This is an optimization exercise on Yosys and OpenROAD, whose aim is small area, not a production implementation.
Function was checked by simulation only, so behaviour that the tests miss may differ from the original.
Power is estimated from default activity; no workload was simulated.

File: config.mk
export PLATFORM = sky130hd
export DESIGN_NAME = fdi_core
export DESIGN_NICKNAME = fdi_core
export VERILOG_FILES = /design/flow/design.v
export SDC_FILE = /design/flow/constraint.sdc
export NUM_CORES = 4
export LEC_CHECK = 0
export CAP_MARGIN = 20
export CORE_MARGIN = 2
export CORE_UTILIZATION = 40
export SLEW_MARGIN = 20
File: constraint.sdc
create_clock -name core_clock -period 8.0 [get_ports {clk}]
set_input_delay 1.6000 -clock core_clock [delete_from_list [all_inputs] [get_ports {clk}]]
set_output_delay 1.6000 -clock core_clock [all_outputs]
set_load 0.01 [all_outputs]
File: design.v
`timescale 1 ns / 1 ps
module fdi_core
(
  input  wire         clk,
  input  wire         aresetn,
  input  wire [15:0]  tx_cfg_i,
  input  wire         dac_locked_i,
  input  wire         dac_valid_i,
  output wire         tx_flag_o,
  output wire         dac_rst_o,
  output wire [13:0]  dac_dat_a_o,
  output wire [13:0]  dac_dat_b_o,
  input  wire [13:0]  adc_dat_a_i,
  input  wire         adc_valid_i,
  output wire         daq_done_o,
  output wire [15:0]  bram_addr_o,
  output wire [15:0]  bram_wrdata_o,
  output wire         bram_we_o
);
  wire       rst   = ~aresetn;
  wire       srst  = tx_cfg_i[15];
  wire       en    = tx_cfg_i[14];
  wire [2:0] ord   = tx_cfg_i[13:11];
  wire [2:0] rep_i = tx_cfg_i[10:8];
  wire [7:0] sel   = tx_cfg_i[7:0];
  reg       en_last;
  reg       pos;
  reg       busy;
  reg       div_clk;
  reg [7:0] cnt;
  reg [2:0] rep_cnt;
  reg [12:0] p;
  wire match = (cnt == sel);
  always @(posedge clk) begin
    if (rst) begin
      cnt     <= 8'd1;
      div_clk <= 1'b0;
    end else begin
      cnt     <= match ? 8'd1 : cnt + 8'd1;
      div_clk <= match;
    end
  end
  reg tap;
  always @* begin
    case (ord)
      3'd0: tap = p[1];
      3'd1: tap = p[1];
      3'd2: tap = p[2] ^ p[3] ^ p[4];
      3'd3: tap = p[4];
      3'd4: tap = p[3];
      3'd5: tap = p[2];
      3'd6: tap = p[6] ^ p[8] ^ p[11];
      default: tap = p[9] ^ p[10] ^ p[12];
    endcase
  end
  wire fb = ~(p[0] ^ tap);
  wire [7:0] ins = 8'd1 << ord;                
  wire [12:0] p_shift = {1'b0, p[12:1]} | ({13{fb}} & {ins, 5'd0});
  wire zero  = (p == 13'd0);                   
  wire shift = pos & div_clk;
  wire last  = (rep_cnt == rep_i);
  wire wrap  = div_clk & busy & zero;          
  wire term  = wrap & last;                    
  always @(posedge clk) begin
    if (rst) begin
      en_last <= 1'b0;
      pos     <= 1'b0;
    end else begin
      en_last <= en;
      if (srst)
        pos <= 1'b0;
      else if (~en_last & en)
        pos <= 1'b1;
      else if (term)
        pos <= 1'b0;
    end
  end
  always @(posedge clk) begin
    if (rst | srst) begin
      busy    <= 1'b0;
      p       <= 13'd0;
      rep_cnt <= 3'd1;
    end else if (shift) begin
      busy <= ~term;
      p    <= p_shift;
      if (wrap)
        rep_cnt <= last ? 3'd1 : rep_cnt + 3'd1;
    end
  end
  assign tx_flag_o = busy;
  wire dac_ok = dac_locked_i & dac_valid_i;
  reg  dac_rst_r, dac_a_hi, dac_a_lo, dac_b_hi;
  always @(posedge clk) begin
    dac_rst_r <= ~dac_ok;
    dac_a_hi  <= dac_ok & ~(busy & p[1]);
    dac_a_lo  <= dac_ok & busy;
    dac_b_hi  <= dac_ok & ~busy;
  end
  assign dac_rst_o   = dac_rst_r;
  assign dac_dat_a_o = {dac_a_hi, 1'b0, {12{dac_a_lo}}};
  assign dac_dat_b_o = {dac_b_hi, 1'b0, {12{~dac_rst_r}}};
  reg [13:0] adc_r;
  always @(posedge clk)
    adc_r <= adc_dat_a_i;
  reg        trig;
  reg        done;
  reg        done_r;
  reg [16:0] r;
  localparam [16:0] R_END = 17'h00408;    
  wire idle = ~trig & ~done;
  wire r_end;
  always @(posedge clk) begin
    if (rst) begin
      trig   <= 1'b0;
      done   <= 1'b0;
      done_r <= 1'b0;
    end else begin
      done_r <= done;
      if (idle & tx_flag_o)
        trig <= 1'b1;
      else if (trig & r_end) begin
        trig <= 1'b0;
        done <= 1'b1;
      end else if (done & ~tx_flag_o)
        done <= 1'b0;
    end
  end
  always @(posedge clk)
    r <= trig ? {r[15:0], r[16] ^ r[13]} : 17'd1;
  assign r_end = (r == R_END);
  reg [15:0] addr;
  reg [15:0] wdata;
  reg        we;
  always @(posedge clk) begin
    if (rst | idle)
      addr <= 16'd0;
    else if (adc_valid_i)
      addr <= addr + 16'd1;
  end
  always @(posedge clk) begin
    we    <= trig & adc_valid_i;
    wdata <= ~(trig & adc_valid_i) ? 16'd0 :
             tx_flag_o ? {{3{adc_r[13]}}, ~adc_r[12:0]} : 16'h7FFF;
  end
  assign daq_done_o    = done_r;
  assign bram_addr_o   = addr;
  assign bram_wrdata_o = wdata;
  assign bram_we_o     = we;
endmodule
File: flow/run.sh
#!/bin/bash
# Standard layout, with the ports buffered by the smallest buffer cell.
set -euo pipefail
bash standard.sh BUFFER_PORTS_ARGS="-buffer_cell sky130_fd_sc_hd__buf_1" finish > make_finish.log 2>&1
File: standard.sh
#!/bin/bash
# synth_recipe.tcl (not shown) runs the flow's synth.tcl, then flattens the netlist and writes it again
# the make line also repeats each setting of config.mk as NAME=value (left out here)
make -C /OpenROAD-flow-scripts/flow DESIGN_CONFIG=/design/flow/config.mk WORK_HOME=/design/flow/orfs CLKGATE_MAP_FILE= SYNTH_SCRIPT=/design/flow/synth_recipe.tcl "${@:-finish}"
==> results.json, run 1 <==
{
  "detailedPlacementHpwl_mm": 5.00,
  "count_of_endpoints_failing_setup_in_the_final_report": 0,
  "final.hold.worst_slack_ns": 0.411,
  "critPathTopFamily": "flip-flops",
  "fin_cells": 562,
  "avgViaCountPerCell": 4.79,
  "worstPathArrival_ns": 1.50,
  "die-height_um": 100,
  "grt_antenna_before_repair": 0,
  "tightest_slew_ns": 0.903,
  "slew_violations": 0,
  "worst_setup_hold_path_clk_slew_ns": 0.11,
  "leakage_nw": 1.50,
  "top_level_ports": 99,
  "antenna-diode-count": 0,
  "drv_cap": 0,
  "cts_tree": "built",
  "synth_top_cell_by_area": "sky130_fd_sc_hd__dfxtp_1",
  "status": "complete, no violations",
  "grt_first_pass_wirelength_mm": 11.6,
  "clock_tree.buffer_depth": 2,
  "post-synth-top-count-cell": "sky130_fd_sc_hd__dfxtp_1",
  "synth_cells": 378,
  "design.final.nets": 485,
  "number_of_distinct_library_cells_after_synthesis": 39,
  "area_overhead_of_the_layout_relative_to_synthesis_pct": 11.8,
  "totalNegativeSetupSlack_ns": 0,
  "grt_setup_unrepaired": "no",
  "drt.antenna.violating_nets": 0,
  "async_reset_ff_frac": 0,
  "power_density_nw_per_um2": 201,
  "critical-path-slowest-cell": "sky130_fd_sc_hd__dfxtp_1",
  "synth_area_um2": 3690,
  "grt_start_max_net_pins": 24,
  "crit_path_start_kind": "flop",
  "max-vdd-ir-drop_uv": 79.4,
  "routabilityCongestion": 0.861,
  "ys_ff_latch": 98,
  "die_width_um": 100,
  "grt.total_usage": 0.145,
  "drtPass1Iterations": 4,
  "post_cts_buffers": 0,
  "timing.hold.worst.class": "flop to flop",
  "std_cell_rows": 35,
  "proportion_of_netlist_area_held_by_the_largest_area_contributor": 0.531,
  "synth_flop_cell": "sky130_fd_sc_hd__dfxtp_1",
  "critical_path.cell_chain": "buf_1",
  "floorplan.die_area_um2": 10000,
  "hold_viol_final": 0,
  "grt_pass1_vias": 2530,
  "worst_slew_margin_rel": 0.397,
  "skew_ns": 0.0142,
  "synth-warning-count": 1,
  "slowest_stage_delay_on_critical_path_ns": 0.92,
  "critical_path_required_ns": 6.40,
  "io_buffer_count": 96,
  "cts.root.buffer_cell": "sky130_fd_sc_hd__clkbuf_8",
  "avgRoutedWirePerCell_um": 12.4,
  "grt-ovfl-total": 0,
  "synth_top_cells_by_count": "sky130_fd_sc_hd__dfxtp_1, sky130_fd_sc_hd__nor2_1, sky130_fd_sc_hd__buf_4, sky130_fd_sc_hd__xor2_1",
  "rrSetupSlack_ns": 5.75,
  "detailroute.via_count": 2691,
  "cts.sinks": 98,
  "crit_path_max_fanout": 23,
  "coreArea_um2": 9110,
  "synth-seq-area-share": 0.531,
  "drt-total-wl_mm": 6.95,
  "cp_num_buf_inv": 1,
  "layout-drive-gt1-share": 0.0443,
  "cts_repair_resize_count": 0,
  "clock_latency_ns": 0.36,
  "ctsHoldBuffers": 0,
  "clock_tree.htree_level_count": 3,
  "synth.top_cells.by_area": "sky130_fd_sc_hd__dfxtp_1, sky130_fd_sc_hd__xor2_1, sky130_fd_sc_hd__buf_4",
  "drt_drc_violations_left": 0,
  "floorplan.initialDensity": 0.405,
  "dp_cells": 546,
  "min_period_ns": 3.10,
  "final.period_utilization": 0.387,
  "syn_area_per_cell_um2": 9.77,
  "achievable-frequency_ghz": 0.323,
  "cp-end-kind": "output pin",
  "drt-initial-drc-count": 63,
  "synth-edff-count": 0,
  "setup.worst_path.class": "flop to output pin",
  "tritoncts_buffer_count": 9
}
[final timing paths]
path                  from    endpoint  depth (start not counted)
setup / recovery      busy   tx_flag_o                          1
hold / removal    adc_r[4]    wdata[4]                          1
setup reg to reg      busy  rep_cnt[2]                          5
hold reg to reg   adc_r[4]    wdata[4]                          1
[cell type report]
cell class / count / area [um2]
flip-flops and latches: 98 / 1960
fillers: 885 / 4980
inverters: 9 / 33.8
clock inverters: 7 / 61.3
clock buffers: 9 / 124
well taps: 111 / 139
repair buffers: 96 / 360
multi-input cells: 232 / 1450
[flip-flops by register name, indices dropped and copies added (netlist names)]
signal	cells
adc_r	14
addr	16
busy	1
cnt	8
dac_a_hi	1
dac_a_lo	1
dac_b_hi	1
dac_rst_r	1
div_clk	1
done	1
done_r	1
en_last	1
p	13
pos	1
r	17
rep_cnt	3
trig	1
wdata	15
we	1
[power breakdown]
group | internal (mW) | switching [mW]
registers | 0.495 | 0.00493
clock network | 0.119 | 0.181
logic | 0.0126 | 0.0177
[cell usage in the layout (no fill, tap or decap), drive strengths merged, types with 2 or more instances in the layout]
| cell type | count |
|---|---|
| o22ai | 4 |
| nor3 | 2 |
| clkbuf | 9 |
| mux2i | 8 |
| nor4 | 6 |
| inv | 12 |
| and4 | 2 |
| nand2b | 4 |
| nand3 | 17 |
| buf | 96 |
| nand4 | 10 |
| clkinv | 3 |
| o21ai | 4 |
| conb | 2 |
| o32ai | 3 |
| nor4b | 2 |
| xor2 | 27 |
| nor2 | 36 |
| or2b | 2 |
| xnor2 | 13 |
| a21oi | 24 |
| nand2 | 24 |
| and2 | 19 |
| ha | 4 |
| dfxtp | 98 |
| and3 | 8 |
[logic make-up (layout without fill, tap and decap cells)]
kind of cell / after synthesis / count (layout) / share of synthesized area
buf+inv: 49 / 121 / 0.0789
flops: 98 / 98 / 0.531
compound gates: 39 / 39 / 0.0620
mux: 8 / 8 / 0.0217
simple gates: 139 / 139 / 0.197
xor+xnor: 40 / 40 / 0.0949
fa+ha+maj: 4 / 4 / 0.0136
other cells: 1 / 2 / 0.00102
[metrics by stage]
| step | worst slack [ns] | cell area [um2] | utilization | total power [mW] |
|---|---|---|---|---|
| 2_1_floorplan | 5.33 | 3700 | - | 0.532 |
| 3_3_place_gp | 5.07 | 3940 | 0.432 | 0.540 |
| 3_5_place_dp | 4.98 | 3940 | 0.433 | 0.542 |
| 4_1_cts | 4.87 | 4130 | 0.453 | 0.842 |
| 5_1_grt | 4.80 | 4130 | 0.453 | 0.865 |
| 6_report | 4.90 | 4130 | 0.453 | 0.830 |
[metal layers]
layer | wire length (um) | global-route usage
met5 | 0 | 0
met4 | 133 | 0.0643
met3 | 302 | 0.0369
met2 | 3200 | 0.230
met1 | 3310 | 0.188
==> run 2: changes to the inputs <==
--- a/config.mk
+++ b/config.mk
@@ -7,5 +7,6 @@
 export LEC_CHECK = 0
 export CAP_MARGIN = 20
 export CORE_MARGIN = 2
-export CORE_UTILIZATION = 40
+export CORE_UTILIZATION = 70
+export PLACE_DENSITY = 0.8
 export SLEW_MARGIN = 20
==> results.json, run 2 <==
{
  "crit_path_max_fanout": 23,
  "most_common_cell_after_layout_fill_and_taps_aside": "sky130_fd_sc_hd__dfxtp_1",
  "sequentialPowerShare": 0.570,
  "synth_top_cell_by_area": "sky130_fd_sc_hd__dfxtp_1",
  "synth-seq-area-share": 0.531,
  "clock_tree.htree_level_count": 3,
  "grt_pass1_vias": 2445,
  "routabilityCongestion": 0.851,
  "drt-total-wl_mm": 7.00,
  "switching_power_uw": 183,
  "ctsHoldBuffers": 0,
  "tightest_slew_ns": 0.811,
  "leakage_nw": 1.52,
  "coreArea_um2": 5110,
  "cts_repair_resize_count": 0,
  "critPathTopFamily": "flip-flops",
  "grt_start_max_net_pins": 24,
  "timing.critical_path.depth": 1,
  "top_level_ports": 99,
  "syn_area_per_cell_um2": 9.77,
  "fillers": 349,
  "crit_path_start_kind": "flop",
  "critical-path-slowest-cell": "sky130_fd_sc_hd__dfxtp_1",
  "synth.top_cells.by_area": "sky130_fd_sc_hd__dfxtp_1, sky130_fd_sc_hd__xor2_1, sky130_fd_sc_hd__buf_4",
  "std_cell_rows": 26,
  "design.final.nets": 486,
  "fin_cells": 522,
  "synth_area_um2": 3690,
  "cts.sinks": 98,
  "drtPass1Iterations": 4,
  "synth_cells": 378,
  "setup.worst_path.class": "flop to output pin",
  "power_density_nw_per_um2": 213,
  "cp-end-kind": "output pin",
  "timing.reg2reg.worst_path_depth": 5,
  "worstReg2RegStart": "busy",
  "cts.root.buffer_cell": "sky130_fd_sc_hd__clkbuf_8",
  "ys_ff_latch": 98,
  "grt_antenna_before_repair": 0,
  "proportion_of_netlist_area_held_by_the_largest_area_contributor": 0.531,
  "final.period_utilization": 0.379,
  "grt-ovfl-total": 0,
  "synth_top_cells_by_count": "sky130_fd_sc_hd__dfxtp_1, sky130_fd_sc_hd__nor2_1, sky130_fd_sc_hd__buf_4, sky130_fd_sc_hd__xor2_1",
  "die-height_um": 76.6,
  "grt_first_pass_wirelength_mm": 11.3,
  "worstPathArrival_ns": 1.43,
  "timing.hold.worst.class": "flop to flop",
  "status": "complete, no violations",
  "final_cell_mix": "sky130_fd_sc_hd__dfxtp_1, sky130_fd_sc_hd__buf_1, sky130_fd_sc_hd__nor2_1",
  "min_period_ns": 3.03,
  "drv_cap": 0,
  "avgViaCountPerCell": 5.28,
  "post-synth-top-count-cell": "sky130_fd_sc_hd__dfxtp_1",
  "critical_path.cell_chain": "buf_1",
  "synth_flop_cell": "sky130_fd_sc_hd__dfxtp_1",
  "largest_register_ffs": 17,
  "tritoncts_buffer_count": 9,
  "async_reset_ff_frac": 0,
  "dp_cells": 506,
  "largest_register": "r",
  "drt-initial-drc-count": 122,
  "post_cts_buffers": 0,
  "power_frac_comb": 0.035,
  "detailroute.via_count": 2756,
  "hold_viol_final": 0,
  "worst_slew_margin_rel": 0.459,
  "achievable-frequency_ghz": 0.330,
  "cellInternalPower_uw": 693,
  "die_width_um": 76.6,
  "grt_setup_unrepaired": "no",
  "clock_latency_ns": 0.35,
  "cts_tree": "built",
  "synth-warning-count": 1,
  "cp_num_buf_inv": 1,
  "worst_setup_hold_path_clk_slew_ns": 0.09,
  "avgRoutedWirePerCell_um": 13.4,
  "critical_path_required_ns": 6.40,
  "drt.antenna.violating_nets": 0,
  "count_of_endpoints_failing_setup_in_the_final_report": 0,
  "grt.total_usage": 0.246,
  "setup.worst_path.end": "tx_flag_o",
  "clock_tree.buffer_depth": 2,
  "totalNegativeSetupSlack_ns": 0,
  "area_overhead_of_the_layout_relative_to_synthesis_pct": 11.4,
  "drt_drc_violations_left": 0,
  "max-vdd-ir-drop_uv": 217,
  "floorplan.die_area_um2": 5870,
  "worst_r2r_endpoint": "rep_cnt[2]",
  "rrSetupSlack_ns": 5.88,
  "floorplan.initialDensity": 0.723,
  "skew_ns": 0.00537,
  "layout-drive-gt1-share": 0.0398,
  "number_of_distinct_library_cells_after_synthesis": 39,
  "power.clock.fraction": 0.395,
  "synth-edff-count": 0,
  "crit_start": "busy",
  "antenna-diode-count": 0,
  "largestRegisters": "r (17), addr (16), wdata (15)",
  "p_sw_frac": 0.209,
  "slowest_stage_delay_on_critical_path_ns": 0.86,
  "io_buffer_count": 96,
  "detailedPlacementHpwl_mm": 4.97,
  "slew_violations": 0
}
[run 2: changes by cell type in the layout (fill, tap and decap cells not counted)]
cell	delta
sky130_fd_sc_hd__inv_8	-2
sky130_fd_sc_hd__bufinv_16	+2
sky130_fd_sc_hd__o21ai_1	+1
sky130_fd_sc_hd__clkbuf_1	+2
sky130_fd_sc_hd__clkinvlp_4	-1
sky130_fd_sc_hd__o21ai_2	-1
sky130_fd_sc_hd__buf_4	+1
sky130_fd_sc_hd__clkbuf_8	+1
sky130_fd_sc_hd__clkinv_4	-2
[run 2: final cells by class]
cell class                      instances  area, um2  area share
Clock buffer                           12        145      0.0353
Clock inverter                          4       73.8      0.0179
Inverter                                9       33.8     0.00821
Multi-Input combinational cell        232       1440       0.351
Sequential cell                        98       1960       0.477
Tap cell                               70       87.6      0.0213
Timing Repair Buffer                   97        368      0.0894
[run 2: cell families after synthesis]
group,share of synthesized area
and+or+nand+nor,0.197
xor gates and xnor gates,0.0949
muxes,0.0217
buffers and inverters,0.0789
DFF,0.531
AOI/OAI and AO/OA,0.0620
adders and majority gates,0.0136
other,0.00102
[run 2: routing by layer]
metal,share of wire,vias to the layer above,track usage
li1,-,1379,-
met1,0.42,1257,0.291
met2,0.51,106,0.424
met3,0.054,14,0.0652
met4,0.016,0,0.102
met5,0,-,0
[run 2: power by group through the flow]
stage | clock network, mW | logic [mW] | registers, mW
2_1_floorplan | 0 | 0.0226 | 0.510
3_3_place_gp | 0 | 0.0295 | 0.510
3_5_place_dp | 0 | 0.0303 | 0.511
4_1_cts | 0.349 | 0.0308 | 0.499
5_1_grt | 0.368 | 0.0342 | 0.500
6_report | 0.345 | 0.0308 | 0.499
[run 2: metrics by stage]
stage               area [um2]  total power, mW  utilization  worst slack (ns)  hold WS (ns)
detailed placement        3890            0.541        0.763              5.01         0.395
floorplan                 3700            0.532            -              5.33         0.389
global route              4110            0.902        0.805              4.85         0.428
finish                    4110            0.875        0.805              4.97         0.407
CTS                       4110            0.879        0.805              4.97         0.408
global placement          3890            0.540        0.761              5.12         0.391
[run 2: worst min path at each step]
stage               startpoint  slack, ns  cells past startpoint         to
finish                adc_r[8]       0.41                      1   wdata[8]
detailed placement   adc_r[10]       0.39                      1  wdata[10]
global placement      adc_r[9]       0.39                      1   wdata[9]
global route         adc_r[12]       0.43                      1  wdata[12]
floorplan             adc_r[0]       0.39                      1   wdata[0]
CTS                   adc_r[8]       0.41                      1   wdata[8]
==> run 3: changes to the inputs <==
==> run.sh (new file) <==
#!/bin/bash
# synth_recipe.tcl (not shown) runs the flow's synth.tcl, then flattens the netlist and writes it again
# the make line also repeats each setting of config.mk as NAME=value (left out here)
make -C /OpenROAD-flow-scripts/flow DESIGN_CONFIG=/design/flow/config.mk WORK_HOME=/design/flow/orfs CLKGATE_MAP_FILE= SYNTH_SCRIPT=/design/flow/synth_recipe.tcl finish
--- a/config.mk
+++ b/config.mk
@@ -5,8 +5,8 @@
 export SDC_FILE = /design/flow/constraint.sdc
 export NUM_CORES = 4
 export LEC_CHECK = 0
+export ABC_AREA = 1
 export CAP_MARGIN = 20
 export CORE_MARGIN = 2
-export CORE_UTILIZATION = 70
-export PLACE_DENSITY = 0.8
+export CORE_UTILIZATION = 40
 export SLEW_MARGIN = 20
removed: flow/run.sh
removed: standard.sh
==> results.json, run 3 <==
{
  "tritoncts_buffer_count": 9,
  "area_overhead_of_the_layout_relative_to_synthesis_pct": 26.8,
  "drv_cap": 0,
  "die_width_um": 103,
  "cp-end-kind": "output pin",
  "cts_tree": "built",
  "worst_setup_hold_path_clk_slew_ns": 0.10,
  "slowest_stage_delay_on_critical_path_ns": 0.78,
  "ys_ff_latch": 98,
  "post-route-worst-setup-slack_ns": 4.60,
  "design.final.nets": 580,
  "grt_start_max_net_pins": 21,
  "largest_register_ffs": 17,
  "hold_viol_final": 0,
  "grt_setup_unrepaired": "no",
  "drt_drc_violations_left": 0,
  "grt.total_usage": 0.150,
  "final_cell_mix": "sky130_fd_sc_hd__dfxtp_1, sky130_fd_sc_hd__clkdlybuf4s50_1, sky130_fd_sc_hd__nand2_1",
  "post_cts_buffers": 0,
  "status": "complete, no violations",
  "synth_flop_cell": "sky130_fd_sc_hd__dfxtp_1",
  "sequentialPowerShare": 0.582,
  "critPathTopFamily": "flip-flops",
  "power.clock.fraction": 0.363,
  "floorplan.initialDensity": 0.406,
  "switching_power_uw": 206,
  "skew_ns": 0.00980,
  "grt_antenna_before_repair": 0,
  "rrSetupSlack_ns": 6.14,
  "clock_latency_ns": 0.36,
  "most_common_cell_after_layout_fill_and_taps_aside": "sky130_fd_sc_hd__dfxtp_1",
  "largestRegisters": "r (17), addr (16), wdata (15)",
  "synth_top_cell_by_area": "sky130_fd_sc_hd__dfxtp_1",
  "timing.hold.worst.class": "flop to flop",
  "final.hold.worst_slack_ns": 0.410,
  "tightest_slew_ns": 0.910,
  "worst_slew_margin_rel": 0.391,
  "routabilityCongestion": 0.822,
  "cp_num_buf_inv": 1,
  "antenna-diode-count": 0,
  "floorplan.die_area_um2": 10600,
  "grt_pass1_vias": 2824,
  "detailedPlacementHpwl_mm": 5.92,
  "grt-ovfl-total": 0,
  "synth.top_cells.by_area": "sky130_fd_sc_hd__dfxtp_1, sky130_fd_sc_hd__nand2_1, sky130_fd_sc_hd__buf_4",
  "drt-initial-drc-count": 116,
  "power_uw": 857,
  "dp_worst_setup_slack_ns": 4.49,
  "clock_tree.htree_level_count": 3,
  "utilization": 0.515,
  "slew_violations": 0,
  "synth-warning-count": 1,
  "power_density_nw_per_um2": 173,
  "layout-drive-gt1-share": 0.0696,
  "coreArea_um2": 9640,
  "synth-edff-count": 0,
  "worstPathArrival_ns": 1.80,
  "clock_tree.buffer_depth": 2,
  "largest_register": "r",
  "drtPass1Iterations": 4,
  "final.period_utilization": 0.425,
  "synth_area_um2": 3910,
  "detailroute.via_count": 3143,
  "achievable-frequency_ghz": 0.294,
  "setup.worst_path.class": "flop to output pin",
  "min_period_ns": 3.40,
  "critical_path_required_ns": 6.40,
  "ctsHoldBuffers": 0,
  "io_buffer_count": 96,
  "max-vdd-ir-drop_uv": 135,
  "number_of_distinct_library_cells_after_synthesis": 37,
  "crit_path_max_fanout": 20,
  "grt_first_pass_wirelength_mm": 12.6,
  "cts.root.buffer_cell": "sky130_fd_sc_hd__clkbuf_8",
  "std_cell_rows": 36,
  "async_reset_ff_frac": 0,
  "proportion_of_netlist_area_held_by_the_largest_area_contributor": 0.501,
  "drt.antenna.violating_nets": 0,
  "avgRoutedWirePerCell_um": 11.6,
  "cellInternalPower_uw": 651,
  "p_sw_frac": 0.240,
  "cts.sinks": 98,
  "die-height_um": 103,
  "cts_repair_resize_count": 0,
  "totalNegativeSetupSlack_ns": 0,
  "leakage_nw": 2.07,
  "power_frac_comb": 0.056,
  "drt-total-wl_mm": 7.85,
  "critical-path-slowest-cell": "sky130_fd_sc_hd__dfxtp_1",
  "synth-seq-area-share": 0.501,
  "avgViaCountPerCell": 4.63,
  "critical_path.cell_chain": "clkdlybuf4s50_1",
  "synth_top_cells_by_count": "sky130_fd_sc_hd__dfxtp_1, sky130_fd_sc_hd__nand2_1, sky130_fd_sc_hd__inv_1, sky130_fd_sc_hd__a21oi_1, sky130_fd_sc_hd__nor2_1",
  "top_level_ports": 99,
  "post-synth-top-count-cell": "sky130_fd_sc_hd__dfxtp_1",
  "synth_cells": 473,
  "syn_area_per_cell_um2": 8.27,
  "crit_path_start_kind": "flop",
  "count_of_endpoints_failing_setup_in_the_final_report": 0
}
[run 3: changes by cell type after synthesis, sizes merged, moves of 15 or more]
cell / delta
inv: +52
o21ai: +20
xor2: -17
a21oi: +20
nand2: +50
and2: -19
nor3: +15
[run 3: path summary, 6_finish.rpt]
path	depth (start not counted)	from	to
worst max-delay path	1	busy	tx_flag_o
worst min-delay path	1	adc_r[3]	wdata[3]
worst max register to register	5	busy	rep_cnt[2]
worst min register to register	1	adc_r[3]	wdata[3]
[run 3: cell type report]
type                            count  area [um2]
Fill cell                         964        4680
Sequential cell                    98        1960
Multi-Input combinational cell    275        1450
Timing Repair Buffer               96         961
Inverter                           61         229
Tap cell                          133         166
Clock buffer                       10         138
Clock inverter                      6        61.3
[run 3: metrics by stage]
stage | instance area (um2) | std cells
6_report | 4960 | 679
5_1_grt | 4960 | 679
4_1_cts | 4960 | 679
3_5_place_dp | 4760 | 663
3_3_place_gp | 4760 | 663
2_1_floorplan | 3920 | 474
[run 3: power by group through the flow]
stage | Clock [mW] | Combinational (mW) | Sequential (mW)
global placement | 0 | 0.0468 | 0.510
finish | 0.311 | 0.0476 | 0.498
CTS | 0.324 | 0.0482 | 0.499
global route | 0.342 | 0.0526 | 0.500
detailed placement | 0 | 0.0480 | 0.510
floorplan | 0 | 0.0255 | 0.509
[run 3: cell families after synthesis]
group           after synthesis  synth area share
compound gates               72            0.0953
fa+ha+maj                     4            0.0128
flops                        98             0.501
simple gates                182             0.226
xor+xnor                     15            0.0336
buf+inv                     101             0.130
other cells                   1          0.000958
[run 3: routing by layer]
layer	global-route usage	vias to the layer above	part of all wire
met5	0	-	0
met4	0.0445	0	0.014
met3	0.0434	13	0.055
met2	0.253	83	0.49
met1	0.188	1421	0.44
li1	-	1626	-
==> run 4: changes to the inputs <==
--- a/config.mk
+++ b/config.mk
@@ -5,7 +5,6 @@
 export SDC_FILE = /design/flow/constraint.sdc
 export NUM_CORES = 4
 export LEC_CHECK = 0
-export ABC_AREA = 1
 export CAP_MARGIN = 20
 export CORE_MARGIN = 2
 export CORE_UTILIZATION = 40
==> results.json, run 4 <==
{
  "status": "complete, no violations",
  "rrSetupSlack_ns": 5.80,
  "grt_setup_unrepaired": "no",
  "worstPathArrival_ns": 1.94,
  "drt-total-wl_mm": 7.22,
  "leakage_nw": 1.74,
  "grt_pass1_vias": 2579,
  "worst_slew_margin_rel": 0.420,
  "tightest_slew_ns": 0.868,
  "crit_path_start_kind": "flop",
  "worst_setup_hold_path_clk_slew_ns": 0.11,
  "fin_cells": 562,
  "timing.hold.worst.class": "flop to flop",
  "area_overhead_of_the_layout_relative_to_synthesis_pct": 28.6,
  "clock_tree.htree_level_count": 3,
  "power_density_nw_per_um2": 181,
  "cts.sinks": 98,
  "largestRegisters": "r (17), addr (16), wdata (15)",
  "count_of_endpoints_failing_setup_in_the_final_report": 0,
  "cp_num_buf_inv": 1,
  "tritoncts_buffer_count": 9,
  "syn_area_per_cell_um2": 9.77,
  "clock_latency_ns": 0.36,
  "cts_tree": "built",
  "setup.worst_path.class": "flop to output pin",
  "largest_register_ffs": 17,
  "ys_ff_latch": 98,
  "synth_cells": 378,
  "slowest_stage_delay_on_critical_path_ns": 0.90,
  "async_reset_ff_frac": 0,
  "synth-edff-count": 0,
  "multi_input_area_um2": 1450,
  "design.final.nets": 485,
  "dp_worst_setup_slack_ns": 4.60,
  "die-height_um": 100,
  "drtPass1Iterations": 5,
  "skew_ns": 0.0147,
  "cts_repair_resize_count": 0,
  "final_cell_mix": "sky130_fd_sc_hd__dfxtp_1, sky130_fd_sc_hd__clkdlybuf4s50_1, sky130_fd_sc_hd__nor2_1",
  "slew_violations": 0,
  "most_common_cell_after_layout_fill_and_taps_aside": "sky130_fd_sc_hd__dfxtp_1",
  "hold_viol_final": 0,
  "worst_hold_startpoint": "adc_r[4]",
  "synth_area_um2": 3690,
  "grt_first_pass_wirelength_mm": 12.0,
  "drt_drc_violations_left": 0,
  "dp_cells": 546,
  "grt.total_usage": 0.151,
  "top_level_ports": 99,
  "cts.root.buffer_cell": "sky130_fd_sc_hd__clkbuf_8",
  "proportion_of_netlist_area_held_by_the_largest_area_contributor": 0.531,
  "crit_path_max_fanout": 23,
  "final.period_utilization": 0.442,
  "grt_start_max_net_pins": 24,
  "largest_register": "r",
  "synth_top_cells_by_count": "sky130_fd_sc_hd__dfxtp_1, sky130_fd_sc_hd__nor2_1, sky130_fd_sc_hd__buf_4, sky130_fd_sc_hd__xor2_1",
  "worstReg2RegStart": "busy",
  "number_of_distinct_library_cells_after_synthesis": 39,
  "cp-end-kind": "output pin",
  "achievable-frequency_ghz": 0.283,
  "synth-warning-count": 1,
  "synth-seq-area-share": 0.531,
  "detailroute.via_count": 2695,
  "min_period_ns": 3.54,
  "floorplan.initialDensity": 0.405,
  "fillers": 855,
  "routabilityCongestion": 0.850,
  "synth_top_cell_by_area": "sky130_fd_sc_hd__dfxtp_1",
  "post_cts_buffers": 0,
  "die_width_um": 100,
  "post-synth-top-count-cell": "sky130_fd_sc_hd__dfxtp_1",
  "max-vdd-ir-drop_uv": 101,
  "drv_cap": 0,
  "avgViaCountPerCell": 4.80,
  "avgRoutedWirePerCell_um": 12.9,
  "drt-initial-drc-count": 106,
  "std_cell_rows": 35,
  "clock_tree.buffer_depth": 2,
  "critical_path_required_ns": 6.40,
  "final.hold.worst_slack_ns": 0.409,
  "synth_flop_cell": "sky130_fd_sc_hd__dfxtp_1",
  "detailedPlacementHpwl_mm": 5.25,
  "floorplan.die_area_um2": 10000,
  "totalNegativeSetupSlack_ns": 0,
  "post-route-worst-setup-slack_ns": 4.46,
  "grt_antenna_before_repair": 0,
  "critical_path.cell_chain": "clkdlybuf4s50_1",
  "grt-ovfl-total": 0,
  "critPathTopFamily": "flip-flops",
  "layout-drive-gt1-share": 0.0443,
  "area_occupied_by_registers_um2": 1960,
  "crit_start": "busy",
  "critical-path-slowest-cell": "sky130_fd_sc_hd__dfxtp_1",
  "drt.antenna.violating_nets": 0,
  "io_buffer_count": 96,
  "antenna-diode-count": 0,
  "synth.top_cells.by_area": "sky130_fd_sc_hd__dfxtp_1, sky130_fd_sc_hd__xor2_1, sky130_fd_sc_hd__buf_4",
  "ctsHoldBuffers": 0,
  "coreArea_um2": 9110
}
-- run 4: cell count changes after synthesis, moves of 17 or more --
cell / delta
sky130_fd_sc_hd__inv_1: -51
sky130_fd_sc_hd__nand2_1: -45
sky130_fd_sc_hd__a21oi_1: -20
sky130_fd_sc_hd__and2_1: +19
sky130_fd_sc_hd__o21ai_0: -19
sky130_fd_sc_hd__xor2_1: +17
-- run 4: where the power goes --
part | switching [mW] | internal [mW]
logic | 0.0175 | 0.0282
clock network | 0.189 | 0.125
registers | 0.00494 | 0.495
total | 0.211 | 0.648
-- run 4: final timing paths --
check | depth (start not counted) | to
setup / recovery | 1 | tx_flag_o
hold / removal | 1 | wdata[4]
setup reg to reg | 5 | rep_cnt[2]
hold reg to reg | 1 | wdata[4]
-- run 4: layer usage --
metal | share of wire | global-route usage | up-vias
li1 | - | - | 1374
met1 | 0.46 | 0.194 | 1249
met2 | 0.48 | 0.248 | 65
met3 | 0.043 | 0.0292 | 7
met4 | 0.014 | 0.0695 | 0
met5 | 0 | 0 | -
-- run 4: cell families (layout without fill, tap and decap cells) --
family                   count (synthesis)  in the layout  synth area share
buffers and inverters                   49            121            0.0789
adder cells (fa/ha/maj)                  4              4            0.0136
flip-flops                              98             98             0.531
other                                    1              2           0.00102
XOR/XNOR                                40             40            0.0949
multiplexers                             8              8            0.0217
AND/OR/NAND/NOR                        139            139             0.197
AO/OA/AOI/OAI                           39             39            0.0620
-- run 4: final cells by class --
class	count	area share
Clock inverter	7	0.0171
Sequential cell	98	0.413
Timing Repair Buffer	96	0.202
Inverter	9	0.00711
Clock buffer	9	0.0261
Tap cell	111	0.0292
Multi-Input combinational cell	232	0.305
-- run 4: per-stage QoR --
stage,area [um2],utilization,power [mW]
3_5_place_dp,4540,0.499,0.557
6_report,4750,0.521,0.859
2_1_floorplan,3700,-,0.532
4_1_cts,4750,0.521,0.872
5_1_grt,4750,0.521,0.901
3_3_place_gp,4540,0.498,0.556
==> run 5: changes to the inputs <==
==> flow/run.sh (new file) <==
#!/bin/bash
# Standard layout, with the ports buffered by the smallest buffer cell and a
# clock tree without dummy load cells.
set -euo pipefail
bash standard.sh \
  BUFFER_PORTS_ARGS="-buffer_cell sky130_fd_sc_hd__buf_1" \
  CTS_ARGS="-sink_clustering_enable -repair_clock_nets -dont_use_dummy_load -sink_clustering_size 30 -sink_clustering_max_diameter 100" \
  finish > make_finish.log 2>&1
==> standard.sh (new file) <==
#!/bin/bash
# synth_recipe.tcl (not shown) runs the flow's synth.tcl, then flattens the netlist and writes it again
# the make line also repeats each setting of config.mk as NAME=value (left out here)
make -C /OpenROAD-flow-scripts/flow DESIGN_CONFIG=/design/flow/config.mk WORK_HOME=/design/flow/orfs CLKGATE_MAP_FILE= SYNTH_SCRIPT=/design/flow/synth_recipe.tcl "${@:-finish}"
removed: run.sh
==> results.json, run 5 <==
{
  "drt-initial-drc-count": 54,
  "grt_pass1_vias": 2511,
  "synth-seq-area-share": 0.531,
  "worstPathArrival_ns": 1.46,
  "cts_tree": "built",
  "cp_num_buf_inv": 1,
  "largest_register": "r",
  "min_period_ns": 3.06,
  "grt_antenna_before_repair": 0,
  "skew_ns": 0.0357,
  "number_of_distinct_library_cells_after_synthesis": 39,
  "ctsHoldBuffers": 0,
  "area_overhead_of_the_layout_relative_to_synthesis_pct": 10.1,
  "clock_latency_ns": 0.36,
  "cts.sinks": 98,
  "multi_input_area_um2": 1450,
  "cts_repair_resize_count": 0,
  "clock_tree.buffer_depth": 2,
  "max-vdd-ir-drop_uv": 74.6,
  "final_cell_mix": "sky130_fd_sc_hd__dfxtp_1, sky130_fd_sc_hd__buf_1, sky130_fd_sc_hd__nor2_1",
  "synth-edff-count": 0,
  "synth_area_um2": 3690,
  "area_occupied_by_registers_um2": 1960,
  "timing.hold.worst.class": "flop to flop",
  "tightest_slew_ns": 0.898,
  "critical_path.cell_chain": "buf_1",
  "design.final.nets": 485,
  "synth_top_cells_by_count": "sky130_fd_sc_hd__dfxtp_1, sky130_fd_sc_hd__nor2_1, sky130_fd_sc_hd__buf_4, sky130_fd_sc_hd__xor2_1",
  "grt_start_max_net_pins": 24,
  "status": "complete, no violations",
  "worst_hold_path.endpoint": "wdata[4]",
  "largest_register_ffs": 17,
  "worst_setup_hold_path_clk_slew_ns": 0.11,
  "top_level_ports": 99,
  "post_cts_buffers": 0,
  "largestRegisters": "r (17), addr (16), wdata (15)",
  "utilization": 0.446,
  "antenna-diode-count": 0,
  "floorplan.initialDensity": 0.405,
  "power_uw": 775,
  "post-synth-top-count-cell": "sky130_fd_sc_hd__dfxtp_1",
  "worst_r2r_endpoint": "rep_cnt[2]",
  "avgViaCountPerCell": 4.82,
  "cp-end-kind": "output pin",
  "fillers": 888,
  "setup.worst_path.class": "flop to output pin",
  "synth-warning-count": 1,
  "hold_depth": 1,
  "grt_first_pass_wirelength_mm": 11.6,
  "avgRoutedWirePerCell_um": 12.4,
  "final.period_utilization": 0.382,
  "layout-drive-gt1-share": 0.0293,
  "worstReg2RegStart": "busy",
  "ys_ff_latch": 98,
  "syn_area_per_cell_um2": 9.77,
  "slew_violations": 0,
  "die-height_um": 100,
  "critical_path_required_ns": 6.40,
  "timing.reg2reg.worst_path_depth": 5,
  "hold_viol_final": 0,
  "most_common_cell_after_layout_fill_and_taps_aside": "sky130_fd_sc_hd__dfxtp_1",
  "worst_slew_margin_rel": 0.401,
  "achievable-frequency_ghz": 0.327,
  "crit_path_start_kind": "flop",
  "critical-path-slowest-cell": "sky130_fd_sc_hd__dfxtp_1",
  "critPathTopFamily": "flip-flops",
  "crit_path_max_fanout": 23,
  "grt.total_usage": 0.145,
  "tritoncts_buffer_count": 9,
  "power_density_nw_per_um2": 191,
  "leakage_nw": 1.47,
  "drv_cap": 0,
  "count_of_endpoints_failing_setup_in_the_final_report": 0,
  "rrSetupSlack_ns": 5.77,
  "coreArea_um2": 9110,
  "io_buffer_count": 96,
  "floorplan.die_area_um2": 10000,
  "proportion_of_netlist_area_held_by_the_largest_area_contributor": 0.531,
  "die_width_um": 100,
  "detailroute.via_count": 2673,
  "totalNegativeSetupSlack_ns": 0,
  "detailedPlacementHpwl_mm": 5.00,
  "grt_setup_unrepaired": "no",
  "async_reset_ff_frac": 0,
  "drt_drc_violations_left": 0,
  "synth_flop_cell": "sky130_fd_sc_hd__dfxtp_1",
  "synth.top_cells.by_area": "sky130_fd_sc_hd__dfxtp_1, sky130_fd_sc_hd__xor2_1, sky130_fd_sc_hd__buf_4",
  "worst_hold_startpoint": "adc_r[4]",
  "drtPass1Iterations": 4,
  "routabilityCongestion": 0.861,
  "drt-total-wl_mm": 6.91,
  "cts.root.buffer_cell": "sky130_fd_sc_hd__clkbuf_8",
  "std_cell_rows": 35,
  "grt-ovfl-total": 0,
  "slowest_stage_delay_on_critical_path_ns": 0.91,
  "clock_tree.htree_level_count": 3,
  "drt.antenna.violating_nets": 0,
  "synth_cells": 378,
  "synth_top_cell_by_area": "sky130_fd_sc_hd__dfxtp_1"
}
## run 5: cell counts after synthesis
Identical to the previous run, type by type.
## run 5: cells by family after synthesis
family	after synthesis	share of synthesized area
AND/OR/NAND/NOR	139	0.197
flip-flops	98	0.531
buffers and inverters	49	0.0789
XOR/XNOR	40	0.0949
AO/OA/AOI/OAI	39	0.0620
multiplexers	8	0.0217
adder cells (fa/ha/maj)	4	0.0136
other	1	0.00102
## run 5: through the flow
stage / hold WS (ns) / setup slack, ns / std cells / instance area (um2)
4_1_cts: 0.400 / 4.91 / 555 / 4070
5_1_grt: 0.413 / 4.83 / 555 / 4070
3_5_place_dp: 0.397 / 4.98 / 546 / 3940
2_1_floorplan: 0.389 / 5.33 / 379 / 3700
3_3_place_gp: 0.393 / 5.07 / 546 / 3940
6_report: 0.390 / 4.94 / 555 / 4070
## run 5: where the power goes
group          switching, mW  internal (mW)
clock                  0.144          0.101
sequential           0.00493          0.495
combinational         0.0177         0.0126
## run 5: worst reg2reg max path, stage by stage (launching register included)
cell	delay, ns
sky130_fd_sc_hd__dfxtp_1	0.91
sky130_fd_sc_hd__nor4bb_1	0.43
sky130_fd_sc_hd__and4_1	0.32
sky130_fd_sc_hd__nand2b_1	0.10
sky130_fd_sc_hd__o21ai_0	0.27
sky130_fd_sc_hd__nor2_1	0.10
## run 5: how the worst max path moves through the flow
stage | startpoint | endpoint | slack [ns] | depth (start not counted)
after floorplan | tx_cfg_i[11] | p[7] | 5.33 | 5
after global placement | aresetn | p[12] | 5.07 | 4
after detailed placement | aresetn | p[12] | 4.98 | 4
after CTS | busy | tx_flag_o | 4.91 | 1
after global routing | busy | tx_flag_o | 4.83 | 1
final | busy | tx_flag_o | 4.94 | 1
## run 5: metal layers
metal	routed length, um	global-route usage	up-vias	part of all wire
li1	-	-	1369	-
met1	3270	0.186	1221	0.47
met2	3190	0.230	69	0.46
met3	276	0.0369	14	0.040
met4	171	0.0643	0	0.025
met5	0	0	-	0
## run 5: final cells by class
type | count | share of cell area
sequential | 98 | 0.482
multi-input combinational | 232 | 0.356
timing repair buffer | 96 | 0.0886
tap | 111 | 0.0342
clock buffer | 9 | 0.0305
inverter | 9 | 0.00831
==> run 6: changes to the inputs <==
==> flow/run.sh (replaced) <==
#!/bin/bash
# Standard layout, with the ports buffered by the smallest buffer cell and a
# clock tree without dummy load cells.
set -euo pipefail
bash standard.sh \
  BUFFER_PORTS_ARGS="-buffer_cell sky130_fd_sc_hd__buf_1" \
  CTS_ARGS="-sink_clustering_enable -repair_clock_nets -dont_use_dummy_load -sink_clustering_size 100 -sink_clustering_max_diameter 500 -buf_list sky130_fd_sc_hd__clkbuf_16" \
  finish > make_finish.log 2>&1
==> results.json, run 6 <==
{
  "status": "complete, no violations",
  "crit_path_start_kind": "flop",
  "synth.top_cells.by_area": "sky130_fd_sc_hd__dfxtp_1, sky130_fd_sc_hd__xor2_1, sky130_fd_sc_hd__buf_4",
  "io_buffer_count": 96,
  "max-vdd-ir-drop_uv": 112,
  "async_reset_ff_frac": 0,
  "most_common_cell_after_layout_fill_and_taps_aside": "sky130_fd_sc_hd__dfxtp_1",
  "layout-drive-gt1-share": 0.0293,
  "tritoncts_buffer_count": 9,
  "skew_ns": 0.0200,
  "timing.critical_path.depth": 1,
  "avgRoutedWirePerCell_um": 12.5,
  "die_width_um": 100,
  "power_uw": 883,
  "groute.layer.met1.usage": 0.184,
  "drt.antenna.violating_nets": 0,
  "critical_path.cell_chain": "buf_1",
  "setup.worst_path.class": "flop to output pin",
  "grt_antenna_before_repair": 0,
  "largestRegisters": "r (17), addr (16), wdata (15)",
  "rrSetupSlack_ns": 5.76,
  "slowest_stage_delay_on_critical_path_ns": 0.90,
  "cts.sinks": 98,
  "tightest_slew_ns": 0.892,
  "clock_tree.htree_level_count": 3,
  "worstPathArrival_ns": 1.44,
  "critical-path-slowest-cell": "sky130_fd_sc_hd__dfxtp_1",
  "fillers": 875,
  "grt_pass1_vias": 2533,
  "proportion_of_netlist_area_held_by_the_largest_area_contributor": 0.531,
  "drt_drc_violations_left": 0,
  "cp-end-kind": "output pin",
  "avgViaCountPerCell": 4.81,
  "syn_area_per_cell_um2": 9.77,
  "totalNegativeSetupSlack_ns": 0,
  "synth-edff-count": 0,
  "crit_path_max_fanout": 23,
  "drt-initial-drc-count": 81,
  "grt_setup_unrepaired": "no",
  "number_of_distinct_library_cells_after_synthesis": 39,
  "final.hold.worst_slack_ns": 0.400,
  "floorplan.die_area_um2": 10000,
  "post_cts_buffers": 0,
  "clock_latency_ns": 0.33,
  "largest_register_ffs": 17,
  "area_overhead_of_the_layout_relative_to_synthesis_pct": 12.8,
  "groute.layer.met3.usage": 0.0286,
  "drv_cap": 0,
  "critPathTopFamily": "flip-flops",
  "coreArea_um2": 9110,
  "die-height_um": 100,
  "hold_viol_final": 0,
  "worstReg2RegStart": "busy",
  "cts.root.buffer_cell": "sky130_fd_sc_hd__clkbuf_16",
  "drt-total-wl_mm": 6.96,
  "global_route.usage.met2": 0.234,
  "largest_register": "r",
  "setup.worst_path.end": "tx_flag_o",
  "critical_path_required_ns": 6.40,
  "routabilityCongestion": 0.861,
  "worst_r2r_endpoint": "rep_cnt[2]",
  "timing.reg2reg.worst_path_depth": 5,
  "leakage_nw": 1.52,
  "cp_num_buf_inv": 1,
  "power_density_nw_per_um2": 212,
  "grt-ovfl-total": 0,
  "ctsHoldBuffers": 0,
  "synth_cells": 378,
  "cts_repair_resize_count": 0,
  "synth_top_cells_by_count": "sky130_fd_sc_hd__dfxtp_1, sky130_fd_sc_hd__nor2_1, sky130_fd_sc_hd__buf_4, sky130_fd_sc_hd__xor2_1",
  "crit_start": "busy",
  "std_cell_rows": 35,
  "timing.hold.worst.class": "flop to flop",
  "design.final.nets": 485,
  "worst_setup_hold_path_clk_slew_ns": 0.06,
  "synth-seq-area-share": 0.531,
  "achievable-frequency_ghz": 0.329,
  "slew_violations": 0,
  "synth-warning-count": 1,
  "detailroute.via_count": 2670,
  "antenna-diode-count": 0,
  "detailedPlacementHpwl_mm": 5.00,
  "floorplan.initialDensity": 0.405,
  "synth_area_um2": 3690,
  "ys_ff_latch": 98,
  "top_level_ports": 99,
  "synth_flop_cell": "sky130_fd_sc_hd__dfxtp_1",
  "clock_tree.buffer_depth": 2,
  "drtPass1Iterations": 4,
  "final.period_utilization": 0.379,
  "grt_first_pass_wirelength_mm": 11.6,
  "cts_tree": "built",
  "synth_top_cell_by_area": "sky130_fd_sc_hd__dfxtp_1",
  "most_heavily_used_metal_layer_in_global_routing": "met2",
  "count_of_endpoints_failing_setup_in_the_final_report": 0,
  "final_cell_mix": "sky130_fd_sc_hd__dfxtp_1, sky130_fd_sc_hd__buf_1, sky130_fd_sc_hd__nor2_1",
  "post-synth-top-count-cell": "sky130_fd_sc_hd__dfxtp_1",
  "worst_slew_margin_rel": 0.404,
  "grt_start_max_net_pins": 24,
  "min_period_ns": 3.04,
  "grt.total_usage": 0.143
}
run 6: changes by cell type in the layout (fill, tap and decap cells not counted):
cell                        delta
sky130_fd_sc_hd__clkbuf_8      -9
sky130_fd_sc_hd__clkbuf_16     +9
run 6: cells by family (layout without fill, tap and decap cells):
kind of cell,count (synthesis),count (layout),synth area share
AND/OR/NAND/NOR,139,139,0.197
adder cells (fa/ha/maj),4,4,0.0136
multiplexers,8,8,0.0217
AO/OA/AOI/OAI,39,39,0.0620
XOR/XNOR,40,40,0.0949
buffers and inverters,49,114,0.0789
flip-flops,98,98,0.531
other,1,2,0.00102
run 6: stage by stage:
stage | cells | cell area (um2) | utilization | setup WS, ns
floorplan | 379 | 3700 | - | 5.33
global placement | 546 | 3940 | 0.432 | 5.07
detailed placement | 546 | 3940 | 0.433 | 4.98
CTS | 555 | 4170 | 0.458 | 4.93
global route | 555 | 4170 | 0.458 | 4.87
finish | 555 | 4170 | 0.458 | 4.96
run 6: area by class of cell:
type	instances	area [um2]	area share
Sequential cell	98	1960	0.471
Tap cell	111	139	0.0333
Multi-Input combinational cell	232	1450	0.347
Inverter	9	33.8	0.00811
Clock buffer	9	225	0.0540
Timing Repair Buffer	96	360	0.0865
run 6: report_power, final:
group	internal, mW	total [mW]	switching [mW]	leakage (nW)
clock network	0.198	0.353	0.154	0.111
logic	0.0126	0.0305	0.0178	0.610
registers	0.495	0.500	0.00496	0.797
run 6: worst min path at each step:
stage	from	end	slack, ns	cells after the start
after global placement	adc_r[4]	wdata[4]	0.39	1
after global routing	adc_r[2]	wdata[2]	0.42	1
after detailed placement	adc_r[12]	wdata[12]	0.40	1
after floorplan	adc_r[0]	wdata[0]	0.39	1
final	adc_r[2]	wdata[2]	0.40	1
after CTS	adc_r[2]	wdata[2]	0.41	1
run 6: per-layer routing:
layer  up-vias  wire, um
li1       1367         -
met1      1213      3250
met2        77      3270
met3        13       290
met4         0       153
met5         -         0
==> run 7: changes to the inputs <==
==> flow/run.sh (replaced) <==
#!/bin/bash
# Standard layout, with the ports buffered by the smallest buffer cell and a
# clock tree without dummy load cells.
set -euo pipefail
bash standard.sh \
  BUFFER_PORTS_ARGS="-buffer_cell sky130_fd_sc_hd__buf_1" \
  CTS_ARGS="-repair_clock_nets -dont_use_dummy_load -buf_list sky130_fd_sc_hd__clkbuf_8" \
  finish > make_finish.log 2>&1
==> results.json, run 7 <==
{
  "final_cell_mix": "sky130_fd_sc_hd__dfxtp_1, sky130_fd_sc_hd__buf_1, sky130_fd_sc_hd__nor2_1",
  "clock_tree.htree_level_count": 3,
  "detailroute.via_count": 2673,
  "grt_antenna_before_repair": 0,
  "slowest_stage_delay_on_critical_path_ns": 0.91,
  "top_level_ports": 99,
  "totalNegativeSetupSlack_ns": 0,
  "largest_register_ffs": 17,
  "synth_top_cells_by_count": "sky130_fd_sc_hd__dfxtp_1, sky130_fd_sc_hd__nor2_1, sky130_fd_sc_hd__buf_4, sky130_fd_sc_hd__xor2_1",
  "cp_num_buf_inv": 1,
  "utilization": 0.446,
  "synth_top_cell_by_area": "sky130_fd_sc_hd__dfxtp_1",
  "tritoncts_buffer_count": 9,
  "crit_path_start_kind": "flop",
  "critPathTopFamily": "flip-flops",
  "drt-initial-drc-count": 54,
  "ctsHoldBuffers": 0,
  "synth_cells": 378,
  "io_buffer_count": 96,
  "critical_path_required_ns": 6.40,
  "achievable-frequency_ghz": 0.327,
  "syn_area_per_cell_um2": 9.77,
  "largest_register": "r",
  "grt-ovfl-total": 0,
  "grt_setup_unrepaired": "no",
  "timing.hold.worst.class": "flop to flop",
  "largestRegisters": "r (17), addr (16), wdata (15)",
  "synth-edff-count": 0,
  "proportion_of_netlist_area_held_by_the_largest_area_contributor": 0.531,
  "synth_flop_cell": "sky130_fd_sc_hd__dfxtp_1",
  "critical_path.cell_chain": "buf_1",
  "coreArea_um2": 9110,
  "leakage_nw": 1.47,
  "min_period_ns": 3.06,
  "design.final.nets": 485,
  "number_of_distinct_library_cells_after_synthesis": 39,
  "antenna-diode-count": 0,
  "avgRoutedWirePerCell_um": 12.4,
  "crit_path_max_fanout": 23,
  "slew_violations": 0,
  "count_of_endpoints_failing_setup_in_the_final_report": 0,
  "final.period_utilization": 0.382,
  "die-height_um": 100,
  "std_cell_rows": 35,
  "drv_cap": 0,
  "ys_ff_latch": 98,
  "grt.total_usage": 0.145,
  "post-synth-top-count-cell": "sky130_fd_sc_hd__dfxtp_1",
  "skew_ns": 0.0357,
  "cts_tree": "built",
  "drtPass1Iterations": 4,
  "avgViaCountPerCell": 4.82,
  "drt-total-wl_mm": 6.91,
  "synth-seq-area-share": 0.531,
  "drt.antenna.violating_nets": 0,
  "worst_setup_hold_path_clk_slew_ns": 0.11,
  "synth_area_um2": 3690,
  "async_reset_ff_frac": 0,
  "worst_slew_margin_rel": 0.401,
  "die_width_um": 100,
  "clock_tree.buffer_depth": 2,
  "post_cts_buffers": 0,
  "drt_drc_violations_left": 0,
  "hold_viol_final": 0,
  "cp-end-kind": "output pin",
  "synth.top_cells.by_area": "sky130_fd_sc_hd__dfxtp_1, sky130_fd_sc_hd__xor2_1, sky130_fd_sc_hd__buf_4",
  "detailedPlacementHpwl_mm": 5.00,
  "cts.root.buffer_cell": "sky130_fd_sc_hd__clkbuf_8",
  "synth-warning-count": 1,
  "grt_pass1_vias": 2511,
  "layout-drive-gt1-share": 0.0293,
  "clock_latency_ns": 0.36,
  "tightest_slew_ns": 0.898,
  "critical-path-slowest-cell": "sky130_fd_sc_hd__dfxtp_1",
  "status": "complete, no violations",
  "floorplan.initialDensity": 0.405,
  "worstPathArrival_ns": 1.46,
  "power_density_nw_per_um2": 191,
  "grt_start_max_net_pins": 24,
  "floorplan.die_area_um2": 10000,
  "area_overhead_of_the_layout_relative_to_synthesis_pct": 10.1,
  "max-vdd-ir-drop_uv": 74.6,
  "routabilityCongestion": 0.861,
  "most_common_cell_after_layout_fill_and_taps_aside": "sky130_fd_sc_hd__dfxtp_1",
  "setup.worst_path.class": "flop to output pin",
  "cts_repair_resize_count": 0,
  "cts.sinks": 98,
  "grt_first_pass_wirelength_mm": 11.6
}
run 7: cell counts after synthesis:
Identical to the previous run, type by type.
run 7: path summary, 6_finish.rpt:
path	startpoint	endpoint	slack, ns	depth (start not counted)
min	adc_r[4]	wdata[4]	0.39	1
max	busy	tx_flag_o	4.94	1
max reg2reg	busy	rep_cnt[2]	5.77	5
min reg2reg	adc_r[4]	wdata[4]	0.39	1
run 7: report_power, final:
| group | switching, mW | internal [mW] | leakage [nW] | total (mW) |
|---|---|---|---|---|
| logic | 0.0177 | 0.0126 | 0.610 | 0.0304 |
| clock network | 0.144 | 0.101 | 0.0647 | 0.245 |
| registers | 0.00493 | 0.495 | 0.797 | 0.500 |
run 7: cells by family (layout without fill, tap and decap cells):
kind of cell,Yosys count,count (layout),synth area share
muxes,8,8,0.0217
buffers and inverters,49,114,0.0789
DFF,98,98,0.531
other,1,2,0.00102
adders and majority gates,4,4,0.0136
xor gates and xnor gates,40,40,0.0949
and+or+nand+nor,139,139,0.197
AOI/OAI and AO/OA,39,39,0.0620
run 7: cell type report:
type | instances | area (um2)
multi-input cells | 232 | 1450
well taps | 111 | 139
clock buffers | 9 | 124
inverters | 9 | 33.8
fillers | 888 | 5040
flip-flops and latches | 98 | 1960
repair buffers | 96 | 360
run 7: through the flow:
step                hold WS [ns]  power, mW  worst slack (ns)  std cells  cell area, um2
floorplan                  0.389      0.532              5.33        379            3700
global placement           0.393      0.540              5.07        546            3940
detailed placement         0.397      0.542              4.98        546            3940
CTS                        0.400      0.787              4.91        555            4070
global route               0.413      0.809              4.83        555            4070
finish                     0.390      0.775              4.94        555            4070
run 7: layer usage:
metal | track usage | wire length [um] | vias up
met2 | 0.230 | 3190 | 69
met4 | 0.0643 | 171 | 0
met5 | 0 | 0 | -
met1 | 0.186 | 3270 | 1221
met3 | 0.0369 | 276 | 14
li1 | - | - | 1369
==> run 8: changes to the inputs <==
==> flow/run.sh (replaced) <==
#!/bin/bash
# Standard layout, with the ports buffered by the smallest buffer cell and a
# clock tree without dummy load cells.
set -euo pipefail
bash standard.sh \
  BUFFER_PORTS_ARGS="-buffer_cell sky130_fd_sc_hd__buf_1" \
  CTS_ARGS="-sink_clustering_enable -repair_clock_nets -dont_use_dummy_load -buf_list sky130_fd_sc_hd__clkbuf_8 -sink_clustering_size 40 -sink_clustering_max_diameter 300 -sink_clustering_levels 1" \
  finish > make_finish.log 2>&1
==> results.json, run 8 <==
{
  "power.clock.fraction": 0.316,
  "synth_top_cell_by_area": "sky130_fd_sc_hd__dfxtp_1",
  "clock_latency_ns": 0.36,
  "avgViaCountPerCell": 4.82,
  "synth-edff-count": 0,
  "floorplan.initialDensity": 0.405,
  "drt.antenna.violating_nets": 0,
  "groute.layer.met1.usage": 0.186,
  "crit_start": "busy",
  "achievable-frequency_ghz": 0.327,
  "io_buffer_count": 96,
  "crit_path_start_kind": "flop",
  "die_width_um": 100,
  "synth_top_cells_by_count": "sky130_fd_sc_hd__dfxtp_1, sky130_fd_sc_hd__nor2_1, sky130_fd_sc_hd__buf_4, sky130_fd_sc_hd__xor2_1",
  "power_frac_comb": 0.039,
  "drtPass1Iterations": 4,
  "number_of_distinct_library_cells_after_synthesis": 39,
  "totalNegativeSetupSlack_ns": 0,
  "ys_ff_latch": 98,
  "tritoncts_buffer_count": 9,
  "area_overhead_of_the_layout_relative_to_synthesis_pct": 10.1,
  "grt_first_pass_wirelength_mm": 11.6,
  "global_route.usage.met2": 0.230,
  "cp_num_buf_inv": 1,
  "setup.worst_path.class": "flop to output pin",
  "largest_register_ffs": 17,
  "slew_violations": 0,
  "std_cell_rows": 35,
  "avgRoutedWirePerCell_um": 12.4,
  "critPathTopFamily": "flip-flops",
  "crit_path_max_fanout": 23,
  "cts_tree": "built",
  "synth-warning-count": 1,
  "detailroute.via_count": 2673,
  "hold_viol_final": 0,
  "largestRegisters": "r (17), addr (16), wdata (15)",
  "synth-seq-area-share": 0.531,
  "most_common_cell_after_layout_fill_and_taps_aside": "sky130_fd_sc_hd__dfxtp_1",
  "slowest_stage_delay_on_critical_path_ns": 0.91,
  "post_cts_buffers": 0,
  "syn_area_per_cell_um2": 9.77,
  "design.final.nets": 485,
  "rrSetupSlack_ns": 5.77,
  "clock_tree.buffer_depth": 2,
  "timing.reg2reg.worst_path_depth": 5,
  "setup.worst_path.end": "tx_flag_o",
  "critical-path-slowest-cell": "sky130_fd_sc_hd__dfxtp_1",
  "most_heavily_used_metal_layer_in_global_routing": "met2",
  "tightest_slew_ns": 0.898,
  "status": "complete, no violations",
  "cts.root.buffer_cell": "sky130_fd_sc_hd__clkbuf_8",
  "post-synth-top-count-cell": "sky130_fd_sc_hd__dfxtp_1",
  "die-height_um": 100,
  "synth_flop_cell": "sky130_fd_sc_hd__dfxtp_1",
  "worst_r2r_endpoint": "rep_cnt[2]",
  "grt_pass1_vias": 2511,
  "timing.critical_path.depth": 1,
  "cellInternalPower_uw": 609,
  "largest_register": "r",
  "skew_ns": 0.0357,
  "grt_start_max_net_pins": 24,
  "floorplan.die_area_um2": 10000,
  "groute.layer.met3.usage": 0.0369,
  "grt-ovfl-total": 0,
  "synth.top_cells.by_area": "sky130_fd_sc_hd__dfxtp_1, sky130_fd_sc_hd__xor2_1, sky130_fd_sc_hd__buf_4",
  "power_density_nw_per_um2": 191,
  "drt-total-wl_mm": 6.91,
  "detailedPlacementHpwl_mm": 5.00,
  "routabilityCongestion": 0.861,
  "worst_setup_hold_path_clk_slew_ns": 0.11,
  "async_reset_ff_frac": 0,
  "max-vdd-ir-drop_uv": 74.6,
  "leakage_nw": 1.47,
  "cts.sinks": 98,
  "coreArea_um2": 9110,
  "layout-drive-gt1-share": 0.0293,
  "cts_repair_resize_count": 0,
  "min_period_ns": 3.06,
  "synth_cells": 378,
  "antenna-diode-count": 0,
  "proportion_of_netlist_area_held_by_the_largest_area_contributor": 0.531,
  "final_cell_mix": "sky130_fd_sc_hd__dfxtp_1, sky130_fd_sc_hd__buf_1, sky130_fd_sc_hd__nor2_1",
  "worstPathArrival_ns": 1.46,
  "p_sw_frac": 0.215,
  "count_of_endpoints_failing_setup_in_the_final_report": 0,
  "drt_drc_violations_left": 0,
  "sequentialPowerShare": 0.645,
  "grt_antenna_before_repair": 0,
  "top_level_ports": 99,
  "synth_area_um2": 3690,
  "critical_path_required_ns": 6.40,
  "timing.hold.worst.class": "flop to flop",
  "utilization": 0.446,
  "grt.total_usage": 0.145,
  "worst_slew_margin_rel": 0.401,
  "final.period_utilization": 0.382,
  "drv_cap": 0,
  "switching_power_uw": 166,
  "worstReg2RegStart": "busy",
  "clock_tree.htree_level_count": 3,
  "critical_path.cell_chain": "buf_1",
  "drt-initial-drc-count": 54,
  "ctsHoldBuffers": 0,
  "grt_setup_unrepaired": "no",
  "cp-end-kind": "output pin"
}
[run 8: cell counts in the layout (fill, tap and decap cells not counted)]
Identical to the previous run, type by type.
[run 8: logic make-up (layout without fill, tap and decap cells)]
family | count (synthesis) | after routing | synth area share
AND/OR/NAND/NOR | 139 | 139 | 0.197
flip-flops | 98 | 98 | 0.531
buffers and inverters | 49 | 114 | 0.0789
XOR/XNOR | 40 | 40 | 0.0949
AO/OA/AOI/OAI | 39 | 39 | 0.0620
multiplexers | 8 | 8 | 0.0217
adder cells (fa/ha/maj) | 4 | 4 | 0.0136
other | 1 | 2 | 0.00102
[run 8: power by group through the flow]
stage          logic, mW  clock network (mW)  registers, mW
2_1_floorplan     0.0226                   0          0.510
3_3_place_gp      0.0297                   0          0.511
3_5_place_dp      0.0306                   0          0.511
4_1_cts           0.0308               0.256          0.500
5_1_grt           0.0342               0.274          0.501
6_report          0.0304               0.245          0.500
[run 8: stage by stage]
stage	setup WS (ns)	total power, mW	instance area (um2)	std cells	hold WS (ns)
after floorplan	5.33	0.532	3700	379	0.389
after CTS	4.91	0.787	4070	555	0.400
final	4.94	0.775	4070	555	0.390
after global placement	5.07	0.540	3940	546	0.393
after detailed placement	4.98	0.542	3940	546	0.397
after global routing	4.83	0.809	4070	555	0.413
[run 8: layer usage]
metal	wire length, um	up-vias	part of all wire
met4	171	0	0.025
met2	3190	69	0.46
li1	-	1369	-
met1	3270	1221	0.47
met3	276	14	0.040
met5	0	-	0
[run 8: area by class of cell]
| cell class | count | area [um2] |
|---|---|---|
| well taps | 111 | 139 |
| clock buffers | 9 | 124 |
| multi-input cells | 232 | 1450 |
| repair buffers | 96 | 360 |
| fillers | 888 | 5040 |
| flip-flops and latches | 98 | 1960 |
| inverters | 9 | 33.8 |
[run 8: worst min-delay path by stage]
stage	startpoint	to	slack, ns	depth (start not counted)
floorplan	adc_r[0]	wdata[0]	0.39	1
detailed placement	adc_r[12]	wdata[12]	0.40	1
global placement	adc_r[4]	wdata[4]	0.39	1
CTS	adc_r[4]	wdata[4]	0.40	1
global route	adc_r[2]	wdata[2]	0.41	1
finish	adc_r[4]	wdata[4]	0.39	1

## re-timing with driven ports
In the flow no input, the clock included, has a driving cell. The finished layouts below were timed again as built, in two steps.
Step 1 sets driving cells, clkbuf_16 on the clock port and buf_2 on the other inputs (assumed; they add their load-dependent delay and slew).
Step 2 times the ports against the registers' clock, not the clock port: input delays grow and output delays shrink by t, the midpoint of the rising clock arrivals with the driver on.
a / b / c = ideal ports / drivers / drivers and shift; a / b = the first two.
run | t (ns) | slack for setup (ns) | latest minus earliest clock arrival (ns) | worst slew at a driven data input, ns | pins driven straight from the clock port
run 1 | 0.385 | 4.903 / 4.871 / 4.977 | 0.015 / 0.014 | 0.04 | 1
run 2 | 0.377 | 4.971 / 4.942 / 4.985 | 0.006 / 0.006 | 0.05 | 1
run 3 | 0.381 | 4.600 / 4.570 / 4.485 | 0.010 / 0.011 | 0.04 | 1
run 4 | 0.387 | 4.465 / 4.431 / 4.621 | 0.015 / 0.015 | 0.04 | 1
run 5 | 0.374 | 4.942 / 4.910 / 4.954 | 0.036 / 0.036 | 0.04 | 1
run 6 | 0.358 | 4.965 / 4.927 / 4.944 | 0.021 / 0.021 | 0.04 | 1
run 7 | 0.374 | 4.942 / 4.910 / 4.954 | 0.036 / 0.036 | 0.04 | 1
run 8 | 0.374 | 4.942 / 4.910 / 4.954 | 0.036 / 0.036 | 0.04 | 1
After both steps every run listed still meets setup and hold. The setup slack of run 3, which loses most, moves by -0.030 ns with the drivers and by -0.115 ns with both steps.
